What follows belongs to an exercise in optimizing a design on an open flow for small area; a production flow would make more cautious choices. In this exercise RTL edits were held to simulation tests only and were not proved equivalent to the original. Power is estimated from default activity; no workload was simulated.

`design/flow/design.v`:
```
`timescale 1ns / 1ps
module hvsync_generator(clk, reset, vga_h_sync, vga_v_sync, inDisplayArea, CounterX, CounterY, newline);
	input clk;
	input reset;
	output vga_h_sync, vga_v_sync;
	output inDisplayArea;
	output reg [9:0] CounterX;
	output reg [9:0] CounterY;
	output newline;
	function lt10(input [9:0] a, input [9:0] k);
		integer i;
		begin
			lt10 = 1'b0;
			for (i = 0; i < 10; i = i + 1)
				lt10 = k[i] ? (~a[i] | lt10) : (~a[i] & lt10);
		end
	endfunction
	function [9:0] inc10(input [9:0] a);
		integer i;
		reg c;
		begin
			c = 1'b1;
			for (i = 0; i < 10; i = i + 1) begin
				inc10[i] = a[i] ^ c;
				c = a[i] & c;
			end
		end
	endfunction
	reg vga_VS;
	wire CounterXmaxed = CounterX[9] & CounterX[8] & (&CounterX[4:0]);	 
	wire CounterYmaxed = CounterY[9] & CounterY[3] & CounterY[2];		 
	assign newline = CounterXmaxed;
	always @(posedge clk, posedge reset)
		if (reset)
			CounterX <= 10'd0;
		else if (CounterXmaxed)
			CounterX <= 10'd0;
		else
			CounterX <= inc10(CounterX);
	always @(posedge clk, posedge reset)
		if (reset)
			CounterY <= 10'd0;
		else if (CounterXmaxed)
			CounterY <= CounterYmaxed ? 10'd0 : inc10(CounterY);
	always @(posedge clk, posedge reset)
		if (reset)
			vga_VS <= 1'b0;
		else
			vga_VS <= (CounterY[9:1] == 9'd245);		 
	wire vga_HS = ~lt10(CounterX, 10'd657) & lt10(CounterX, 10'd753);
	assign inDisplayArea = (CounterX != 10'd0) & lt10(CounterX, 10'd641) & lt10(CounterY, 10'd480);
	assign vga_h_sync = ~vga_HS;
	assign vga_v_sync = ~vga_VS;
endmodule
`timescale 1ns/1ps
module pong_sm (clk, reset, tick, start, ack, xq, y, player_1_score, player_2_score, r1, r2, state);
	input clk, reset, tick, start, ack;
	input [8:0] r1;
	input [8:0] r2;
	output reg [7:0] xq;
	output reg [9:0] y;
	output reg [1:0] player_1_score;
	output reg [1:0] player_2_score;
	output reg [5:0] state;
	function lt10(input [9:0] a, input [9:0] k);
		integer i;
		begin
			lt10 = 1'b0;
			for (i = 0; i < 10; i = i + 1)
				lt10 = k[i] ? (~a[i] | lt10) : (~a[i] & lt10);
		end
	endfunction
	function [11:0] add11(input [10:0] a, input [10:0] b, input ci);
		integer i;
		reg c;
		begin
			c = ci;
			for (i = 0; i < 11; i = i + 1) begin
				add11[i] = a[i] ^ b[i] ^ c;
				c = (a[i] & b[i]) | (c & (a[i] ^ b[i]));
			end
			add11[11] = c;
		end
	endfunction
	reg dx, dy;
	reg [1:0] ys;		 
	localparam
	INITIAL  = 0,
	SERVE    = 1,
	MOVE     = 2,
	CHECK    = 3,
	SCORE    = 4,
	GAMEOVER = 5;
	reg [3:0] Y_step;
	always @*
		case (ys)
			2'd0: Y_step = 4'd6;
			2'd1: Y_step = 4'd12;
			2'd2: Y_step = 4'd3;
			default: Y_step = 4'd0;
		endcase
	wire sub = dy & state[MOVE];
	wire [11:0] ysum = add11({1'b0, y}, {1'b0, {6{sub}}, Y_step ^ {4{sub}}}, sub);
	wire [9:0] yn = ysum[9:0];
	wire [8:0] rs = xq[7] ? r2 : r1;
	wire [11:0] dsum = add11({1'b0, yn}, ~{2'b0, rs}, 1'b1);	 
	wire [9:0] d = dsum[9:0];
	wire dneg = dsum[10];
	wire inr = ~dneg & lt10(d, 10'd81);		 
	wire [9:0] xw = {2'b0, xq};
	wire b1x = ~lt10(xw, 10'd154) & lt10(xw, 10'd253);	 
	wire s1x = ~lt10(xw, 10'd157) & lt10(xw, 10'd253);	 
	wire b2x = ~lt10(xw, 10'd3) & lt10(xw, 10'd7);		 
	wire s2x = (xq == 8'd3);						 
	wire bounce = inr & (dx ? b1x : b2x);
	wire b3 = (y == {6'd0, Y_step}) | ~lt10(yn, 10'd480);	 
	wire scored = ~inr & (s1x | s2x);
	wire [9:0] xstep = add11({3'b0, xq}, dx ? 11'd3 : 11'h7fd, 1'b0);
	always @(posedge clk, posedge reset)
	begin: pong_SM
		if (reset)
		begin
			state <= 6'b000001;
			player_1_score <= 2'd0;
			player_2_score <= 2'd0;
			xq <= 8'd80;
			y <= 10'd240;
			dx <= 1'b1;
			dy <= 1'b0;
			ys <= 2'd0;
		end
		else if (tick)
		begin
			if (state[INITIAL])
			begin
				state <= 6'b000010;
				player_1_score <= 2'd0;
				player_2_score <= 2'd0;
				xq <= 8'd80;
				y <= 10'd240;
				dx <= 1'b1;
				dy <= 1'b0;
				ys <= 2'd0;
			end
			if (state[SERVE])
			begin
				if (start || player_1_score != 2'd0 || player_2_score != 2'd0)
					state <= 6'b000100;
				xq <= 8'd80;
				y <= 10'd240;
			end
			if (state[MOVE])
			begin
				state <= 6'b001000;
				xq <= xstep[7:0];
				y <= yn;
			end
			if (state[CHECK])
			begin
				state <= scored ? 6'b010000 : 6'b000100;
				if (bounce)
				begin
					dx <= ~dx;
					if (lt10(d, 10'd15))		 
					begin
						ys <= 2'd1;
						dy <= 1'b1;
					end
					else if (lt10(d, 10'd35))	 
					begin
						ys <= 2'd2;
						dy <= 1'b1;
					end
					else if (lt10(d, 10'd45))	 
						ys <= 2'd3;
					else if (lt10(d, 10'd65))	 
					begin
						ys <= 2'd2;
						dy <= 1'b0;
					end
					else						 
					begin
						ys <= 2'd1;
						dy <= 1'b0;
					end
				end
				else if (b3)
					dy <= ~dy;
			end
			if (state[SCORE])
			begin
				if (((player_1_score == 2'd2) & dx) || ((player_2_score == 2'd2) & ~dx))
					state <= 6'b100000;
				else
					state <= 6'b000010;
				if (dx)
					player_1_score <= {player_1_score[1] ^ player_1_score[0], ~player_1_score[0]};
				else
					player_2_score <= {player_2_score[1] ^ player_2_score[0], ~player_2_score[0]};
				dx <= ~dx;
			end
			if (state[GAMEOVER])
			begin
				if (ack)
					state <= 6'b000001;
				y[9] <= 1'b1;		 
			end
		end
	end
endmodule
`timescale 1ns / 1ps
module pong(MemOE, MemWR, RamCS, FlashCS, QuadSpiFlashCS,  
	ClkPort, 		 
	vga_h_sync, vga_v_sync, vga_r, vga_g, vga_b,   
	btnU, btnD, btnL, btnC, btnR,
	An0, An1, An2, An3, 
	Ca, Cb, Cc, Cd, Ce, Cf, Cg, 
	Ld0, Ld1, Ld2, Ld3, Ld4, Ld5, Ld6, Ld7,
	JA0, JA1, JA2, JA3,
	game_tick, paddle_tick, ssd_scan, blink);	 
	output 	MemOE, MemWR, RamCS, FlashCS, QuadSpiFlashCS;
	input ClkPort, btnU, btnD, btnL, btnR, btnC;
	input JA0, JA1, JA2, JA3;
	input game_tick, paddle_tick;	 
	input [1:0] ssd_scan;			 
	input blink;					 
	output vga_h_sync, vga_v_sync, vga_r, vga_g, vga_b;
	output An0, An1, An2, An3, Ca, Cb, Cc, Cd, Ce, Cf, Cg;
	output Ld0, Ld1, Ld2, Ld3, Ld4, Ld5, Ld6, Ld7;
	reg vga_r, vga_g, vga_b;
	assign {MemOE, MemWR, RamCS, FlashCS, QuadSpiFlashCS} = 5'b11111;
	function lt10(input [9:0] a, input [9:0] k);
		integer i;
		begin
			lt10 = 1'b0;
			for (i = 0; i < 10; i = i + 1)
				lt10 = k[i] ? (~a[i] | lt10) : (~a[i] & lt10);
		end
	endfunction
	function [11:0] add11(input [10:0] a, input [10:0] b, input ci);
		integer i;
		reg c;
		begin
			c = ci;
			for (i = 0; i < 11; i = i + 1) begin
				add11[i] = a[i] ^ b[i] ^ c;
				c = (a[i] & b[i]) | (c & (a[i] ^ b[i]));
			end
			add11[11] = c;
		end
	endfunction
	function in10(input [9:0] a, input [9:0] lo, input [9:0] hi);
		in10 = ~lt10(a, lo) & lt10(a, hi);
	endfunction
	wire reset = btnC;
	wire ack = btnR;
	wire start = btnL;
	wire clk = ClkPort;
	wire inDisplayArea;
	wire [9:0] CounterX;
	wire [9:0] CounterY;
	wire [7:0] xq;			 
	wire [9:0] y;
	reg [8:0] r1;			 
	reg [8:0] r2;			 
	wire [1:0] player_1_score;
	wire [1:0] player_2_score;
	wire [5:0] state;
	wire q_GAMEOVER = state[5];
	hvsync_generator syncgen(.clk(clk), .reset(reset), .vga_h_sync(vga_h_sync), .vga_v_sync(vga_v_sync), .inDisplayArea(inDisplayArea), .CounterX(CounterX), .CounterY(CounterY));
	pong_sm psm(.clk(clk), .reset(reset), .tick(game_tick), .start(start), .ack(ack), .xq(xq), .y(y), .player_1_score(player_1_score), .player_2_score(player_2_score), .r1(r1), .r2(r2), .state(state));
	wire up1 = (JA3 | JA1) && ~(JA2 && JA0);
	wire dn1 = (JA2 | JA0) && ~(JA3 && JA1);
	wire up2 = btnU && ~btnD;
	wire dn2 = btnD && ~btnU;
	wire m1u = up1 && (r1 != 9'd0);
	wire m1d = ~m1u && dn1 && (r1 != 9'd400);
	wire m1 = m1u | m1d;
	wire m2u = ~m1 && up2 && (r2 != 9'd0);
	wire m2d = ~m1 && ~m2u && dn2 && (r2 != 9'd400);
	wire [8:0] rm = m1 ? r1 : r2;
	wire up = m1u | m2u;
	wire [11:0] rsum = add11({2'b0, rm}, {2'b0, {6{up}}, ~up, up, 1'b1}, 1'b0);	 
	wire [8:0] rnext = rsum[8:0];
	always @(posedge clk, posedge reset)
		if (reset)
		begin
			r1 <= 9'd200;
			r2 <= 9'd200;
		end
		else if (paddle_tick)
		begin
			if (ack)
			begin
				r1 <= 9'd200;
				r2 <= 9'd200;
			end
			else if (m1)
				r1 <= rnext;
			else if (m2u | m2d)
				r2 <= rnext;
		end
	wire [11:0] kxs = add11({3'b0, CounterX[9:2]}, {3'b0, ~xq}, 1'b1);
	wire [7:0] kx = kxs[7:0];
	wire [1:0] c = CounterX[1:0];
	wire k0 = (kx == 8'd0);
	wire km = (kx == 8'hff);
	wire ax3 = k0 | (km & (c != 2'd0));
	wire ax2 = (k0 & (c != 2'd3)) | (km & c[1]);
	wire ax1 = (k0 & ~c[1]) | (km & (c == 2'd3));
	wire [11:0] dys = add11({1'b0, CounterY}, ~{1'b0, y}, 1'b1);
	wire [10:0] dy = dys[10:0];
	wire ay1 = (y != 10'd0) && ((dy == 11'd0) || (dy == 11'd1) || (dy == 11'h7ff));
	wire ay2 = (dy == 11'd2) || (dy == 11'h7fe);
	wire ay3 = (dy == 11'd3) || (dy == 11'h7fd);
	wire ball = (xq != 8'd0) && ((ax3 & ay1) | (ax2 & ay2) | (ax1 & ay3));
	wire [8:0] rr = CounterX[9] ? r2 : r1;
	wire [11:0] es = add11({1'b0, CounterY}, ~{2'b0, rr}, 1'b1);	 
	wire pin = ~es[9] & lt10({1'b0, es[8:0]}, 10'd81);
	wire left_paddle = (CounterX[9:4] == 6'd0) && pin;
	wire right_paddle = ~lt10(CounterX, 10'd626) & pin;	 
	wire [11:0] m5 = add11({7'b0, CounterY[8:5]}, {7'b0, CounterY[4:1]}, 1'b0);
	wire [4:0] m5s = m5[4:0];
	wire m5z = (m5s == 5'd0) | (m5s == 5'd5) | (m5s == 5'd10) | (m5s == 5'd15) | (m5s == 5'd20) | (m5s == 5'd25);
	wire centre = in10(CounterX, 10'd319, 10'd322) & (CounterY[0] | ~m5z);
	wire f = player_2_score[1] & player_2_score[0];
	wire xa = f ? in10(CounterX, 10'd570, 10'd580) : in10(CounterX, 10'd40, 10'd50);
	wire xb = f ? in10(CounterX, 10'd580, 10'd590) : in10(CounterX, 10'd50, 10'd60);
	wire xc = f ? in10(CounterX, 10'd590, 10'd600) : in10(CounterX, 10'd60, 10'd70);
	wire xd = f ? in10(CounterX, 10'd600, 10'd610) : in10(CounterX, 10'd70, 10'd80);
	wire xe = f ? in10(CounterX, 10'd610, 10'd620) : in10(CounterX, 10'd80, 10'd90);
	wire la = f ? in10(CounterX, 10'd40, 10'd50) : in10(CounterX, 10'd570, 10'd580);
	wire lb = f ? in10(CounterX, 10'd50, 10'd70) : in10(CounterX, 10'd580, 10'd600);
	wire y1 = in10(CounterY, 10'd40, 10'd80);
	wire y2 = in10(CounterY, 10'd80, 10'd90);
	wire y3 = in10(CounterY, 10'd63, 10'd80);
	wire w = ((xa | xe) & y1) | ((xb | xd) & y2) | (xc & y3);
	wire l = (la & (y1 | y2)) | (lb & y2);
	always @(posedge clk)
	begin
		vga_r <= (ball | left_paddle | (l & q_GAMEOVER)) & inDisplayArea;
		vga_g <= (ball | centre | (w & q_GAMEOVER)) & inDisplayArea;
		vga_b <= (right_paddle | centre) & inDisplayArea;
	end
	assign {Ld7, Ld6, Ld5, Ld4} = {1'b0, 1'b0, state[5], state[4]};
	assign {Ld3, Ld2, Ld1, Ld0} = {state[3], state[2], state[1], state[0]};
	assign An0 = !(~ssd_scan[1] && ~ssd_scan[0]);
	assign An1 = !(~ssd_scan[1] &&  ssd_scan[0]);
	assign An2 = !( ssd_scan[1] && ~ssd_scan[0]);
	assign An3 = !( ssd_scan[1] &&  ssd_scan[0]);
	wire [1:0] sc = ssd_scan[1] ? player_1_score : player_2_score;
	wire blank = (ssd_scan[1] ^ ssd_scan[0]) | (q_GAMEOVER & blink);
	reg [6:0] seg;
	always @*
		case (sc)
			2'd0: seg = 7'b0000001;
			2'd1: seg = 7'b1001111;
			2'd2: seg = 7'b0010010;
			default: seg = 7'b0000110;
		endcase
	assign {Ca, Cb, Cc, Cd, Ce, Cf, Cg} = seg | {7{blank}};
endmodule
```
`design/flow/run.sh`:
```
#!/bin/bash
# synth_recipe.tcl (not shown) runs the flow's synth.tcl, then flattens the netlist and writes it again
# the make line also repeats each setting of config.mk as NAME=value (left out here)
make -C /OpenROAD-flow-scripts/flow DESIGN_CONFIG=/design/flow/config.mk WORK_HOME=/design/flow/orfs CLKGATE_MAP_FILE= SYNTH_SCRIPT=/design/flow/synth_recipe.tcl finish
```
`design/flow/config.mk`:
```
export PLATFORM = sky130hd
export DESIGN_NAME = pong
export DESIGN_NICKNAME = pong
export VERILOG_FILES = /design/flow/design.v
export SDC_FILE = /design/flow/constraint.sdc
export NUM_CORES = 4
export LEC_CHECK = 0
export CAP_MARGIN = 20
export CORE_MARGIN = 2
export CORE_UTILIZATION = 40
export PLACE_DENSITY = 0.6
export SLEW_MARGIN = 20
```
`design/flow/constraint.sdc`:
```
create_clock -name core_clock -period 10.0 [get_ports {ClkPort}]
set_input_delay 2.0000 -clock core_clock [delete_from_list [all_inputs] [get_ports {ClkPort}]]
set_output_delay 2.0000 -clock core_clock [all_outputs]
set_load 0.01 [all_outputs]
```
==> impl_results.md <==
* Clk buf depth at 2
* Sequential power share at 26.5%
* Diodes inserted at 0
* RR Startpoint: psm.state[2]
* Share of the synthesized area in the top cell type at 21.9%
* Delay-heaviest family, CP: adder cells
* Final setup vio count at 0
* Pwr Total at 1.95 mW
* Sequential element share of the synthesized area at 28.5%
* Finished Cell Area at 0.00736 sq mm
* Multi-input logic area at 0.00422 sq mm
* Top cell type by total area after synthesis: dfrtp_1
* Slew Limit Fails at 0
* Max H-tree Level at 3
* Initial antenna violation count at 0
* CTS tree: built
* Placed cell count at 896
* Period utilisation layout at 69.0%
* Initial cell density of the core at 41.0%
* RSZ-0062 raised after global routing: false
* Minimum clock period at 6.90 ns
* Relative slew slack at 36.7%
* Critical path endpoint category: register
* Largest net degree at the start of global routing at 72
* Num CTS Buffers at 9
* Switching Fraction at 43.6%
* Vias at 5082
* Worst Path Required at 10.23 ns
* Gr usage total at 18.8%
* Post-route ant nets at 0
* Port Buffers at 36
* Hold Violations, Final at 0
* R2r endpoint: psm.ys[0]
* Top FF cell, synth: dfrtp_1
* 1st-iter DRT viols at 301
* Hold depth at 2
* Fmax at 0.145 GHz
* RePlAce Congestion at 0.885
* Residual DRC at 0
* Final WL at 15600 microns
* CP max FO at 19
* Wire per inst at 17.1 microns
* Switching power at 850 uW
* CP max-delay cell: dfrtp_1
* Clock slew at reported path FFs at 0.07 ns
* Hold path start: psm.y[6]
* Most frequent cell after synthesis: inv_1
* Post-Syn Instances at 668
* Core ar. at 0.0159 sq mm
* Clk network pwr share at 18.5%
* CP startpoint kind: register
* CTS root buffer: clkbuf_16
* Worst Hold Class: register to register
* Fin cells at 912
* Layout cell share with drive strength beyond 1 at 12.1%
* Unique masters post-synth at 68
* Worst Path Buf+Inv at 3
* Max-Cap Viols at 0
* I/O pin count at 44
* Worst stage delay on the critical path at 0.74 ns
* Top cells by count, synth: inv_1 (79), dfrtp_1 (57), fa_1 (55)
* WP data arrival at 7.13 ns
* Die extent in x at 132 microns
* Vias per cell at 5.57
* Post-CTS setup buffer count at 0
* EDFF count, synth at 0
* DP HPWL at 11600 microns
* Cell Int Power at 1.10 mW
* Fin Clk Skew at 0.00973 ns
* Setup TNS at 0 ns
* Worst slew pin tran at 0.950 ns
* Critical path class: register to register
* Reg-to-reg slack, setup at 3.10 ns
* Sequential Area at 0.00185 sq mm
* Synthesized cell area at 0.00651 sq mm
* Hold buffers post-CTS at 0
* Hold EP: psm.y[6]
* Comb pwr share at 55.0%
* DRT Pass-1 Iters at 6
* Warnings, synthesis at 3
* Pwr dens at 265 mW/mm^2
* Async set-reset flop share out of synthesis at 95.9%
* Die ar. at 0.0173 sq mm
* Synthesis-stage register bit count at 74
* Number of global-route vias before repair at 5198
* Final net count at 795
* Clk latency of the worst-skew pair at 0.35 ns
* Outcome: no timing/DRC/antenna violations
* Top cells by area, synth: dfrtp_1 (22%), fa_1 (17%), ha_1 (6.5%)
* Worst VDD drop at 177 uV
* CTS Sinks at 74
* R2r worst-path depth at 22
* Die height at 132 microns
* First-pass GRT wire length at 26300 microns
* Post-CTS sizing at 0
* Leakage power total at 3.11 nW
* Placed cell areas at 0.00703 sq mm
* Final-layout fill cell count at 1510
* Cell mode on critical path: fa_1
* Avg Synthesized Cell Area at 9.74 sq um
* Row cnt at 46
* Area grow syn2layout at 13.1%
* Congestion Overflow GR at 0
* Worst path cell trace: nand2_1 -> xor2_1 -> fa_1 -> fa_1 -> fa_1 -> inv_1 -> fa_1 -> inv_1 -> fa_1 -> inv_1 -> fa_1 -> fa_1 -> fa_1 -> fa_1 -> ha_1 -> nand3_1 -> nor2_1 -> o21ai_0 -> a21oi_1 -> and2_1 -> o21ai_0 -> a32o_1
==> cells by family (layout without fill, tap and decap cells) <==
| family | Yosys count | in the layout | synth area share (%) |
|---|---|---|---|
| and+or+nand+nor | 178 | 178 | 14.7 |
| DFF | 74 | 74 | 28.5 |
| muxes | 47 | 47 | 7.94 |
| other | 2 | 7 | 0.115 |
| AOI/OAI and AO/OA | 147 | 147 | 15.5 |
| xor gates and xnor gates | 17 | 17 | 2.71 |
| adders and majority gates | 89 | 89 | 23.5 |
| buffers and inverters | 114 | 137 | 7.05 |
==> power by group through the flow <==
stage | clock network [mW] | logic, mW | registers (mW)
after floorplan | 0 | 0.846 | 0.462
after global routing | 0.383 | 1.24 | 0.530
final | 0.361 | 1.07 | 0.516
after global placement | 0 | 1.04 | 0.515
after detailed placement | 0 | 1.08 | 0.520
after CTS | 0.368 | 1.08 | 0.515
==> cells in the final DEF, fill, tap and decap left out, drive strengths merged, types with 10 or more instances in the layout <==
master / Yosys / routed
a31oi: 15 / 15
nor2: 30 / 30
nor2b: 10 / 10
and2: 14 / 14
dfstp: 14 / 14
nand3: 16 / 16
o31ai: 13 / 13
fa: 55 / 55
clkbuf: 23 / 11
nand2b: 10 / 10
nor3: 15 / 15
mux2: 37 / 37
inv: 79 / 79
mux2i: 10 / 10
nor4: 11 / 11
dfrtp: 57 / 57
clkdlybuf4s50: 0 / 36
ha: 34 / 34
o21ai: 41 / 41
nand2: 34 / 34
a21oi: 24 / 24
==> stage by stage <==
step | utilization [%] | setup WS [ns] | hold WS, ns
after floorplan | - | 3.80 | 0.471
after global placement | 44.3 | 3.39 | 0.496
after detailed placement | 44.3 | 3.16 | 0.505
after CTS | 46.3 | 3.13 | 0.515
after global routing | 46.3 | 2.64 | 0.545
final | 46.3 | 3.10 | 0.512
==> worst reg2reg max path, stage by stage, from the launching register on <==
cell and delay [ns]:
dfrtp_1 0.74, nand2_1 0.50, xor2_1 0.29, fa_1 0.47, fa_1 0.43, fa_1 0.54
inv_1 0.06, fa_1 0.41, inv_1 0.07, fa_1 0.15, inv_1 0.05, fa_1 0.38
fa_1 0.39, fa_1 0.39, fa_1 0.39, ha_1 0.28, nand3_1 0.10, nor2_1 0.09
o21ai_0 0.15, a21oi_1 0.28, and2_1 0.26, o21ai_0 0.13, a32o_1 0.23
==> cell type report <==
type,count,share of cell area [%]
clock buffers,11,3.30
clock inverters,5,1.05
flip-flops and latches,74,25.2
well taps,216,3.67
repair buffers,40,5.30
inverters,81,4.13
multi-input cells,485,57.3
==> flip-flops by register name (all words and copies together) (netlist names) <==
signal and flops:
psm.dx 1, psm.dy 1, psm.player_1_score 2, psm.player_2_score 2
psm.state 6, psm.xq 8, psm.y 10, psm.ys 2
r1 9, r2 9, syncgen.CounterX 10, syncgen.CounterY 10
syncgen.vga_VS 1, vga_b 1, vga_g 1, vga_r 1
==> routing by layer <==
| metal | vias to the layer above | GRT usage, % | part of all wire [%] |
|---|---|---|---|
| li1 | 2395 | - | - |
| met1 | 2528 | 24.0 | 43 |
| met2 | 135 | 32.5 | 51 |
| met3 | 24 | 3.20 | 4.3 |
| met4 | 0 | 5.98 | 1.9 |
| met5 | - | 0 | 0 |
==> worst max-delay path by stage <==
stage                     depth (start not counted)  slack, ns         to    startpoint
after global placement                           22       3.39  psm.ys[1]  psm.state[2]
after global routing                             22       2.64  psm.ys[1]  psm.state[2]
after detailed placement                         22       3.16  psm.ys[0]  psm.state[2]
after CTS                                        22       3.13  psm.ys[0]  psm.state[2]
after floorplan                                  23       3.80  psm.ys[0]  psm.state[2]
final                                            22       3.10  psm.ys[0]  psm.state[2]

==> re-timing with driven ports <==
The results above use ideal ports. As a check the final layout listed here was re-extracted and re-timed, cells and wires unchanged. Step 1: set_driving_cell puts a clkbuf_16 on ClkPort and a buf_2 on each other input, an assumption about the parent block. Step 2 moves the port delays by t, midway between the first and last clock arrival at a register: inputs arrive t later, outputs are due t later. That takes back most of the time a late clock gives input paths. Three values: no drivers, after step 1, after step 2; two values: the first two.
t, ns: 0.384
setup WS [ns]: 3.098 / 3.098 / 3.098
hold slack, ns: 0.512 / 0.512 / 0.512
slew at the worst register clock pin (ns): 0.07 / 0.07
cell pins on the clock port's net: 1
After both steps setup and hold are still met in this run. For this run, drivers alone change the setup slack by 0.000 ns; drivers and shift together by 0.000 ns.
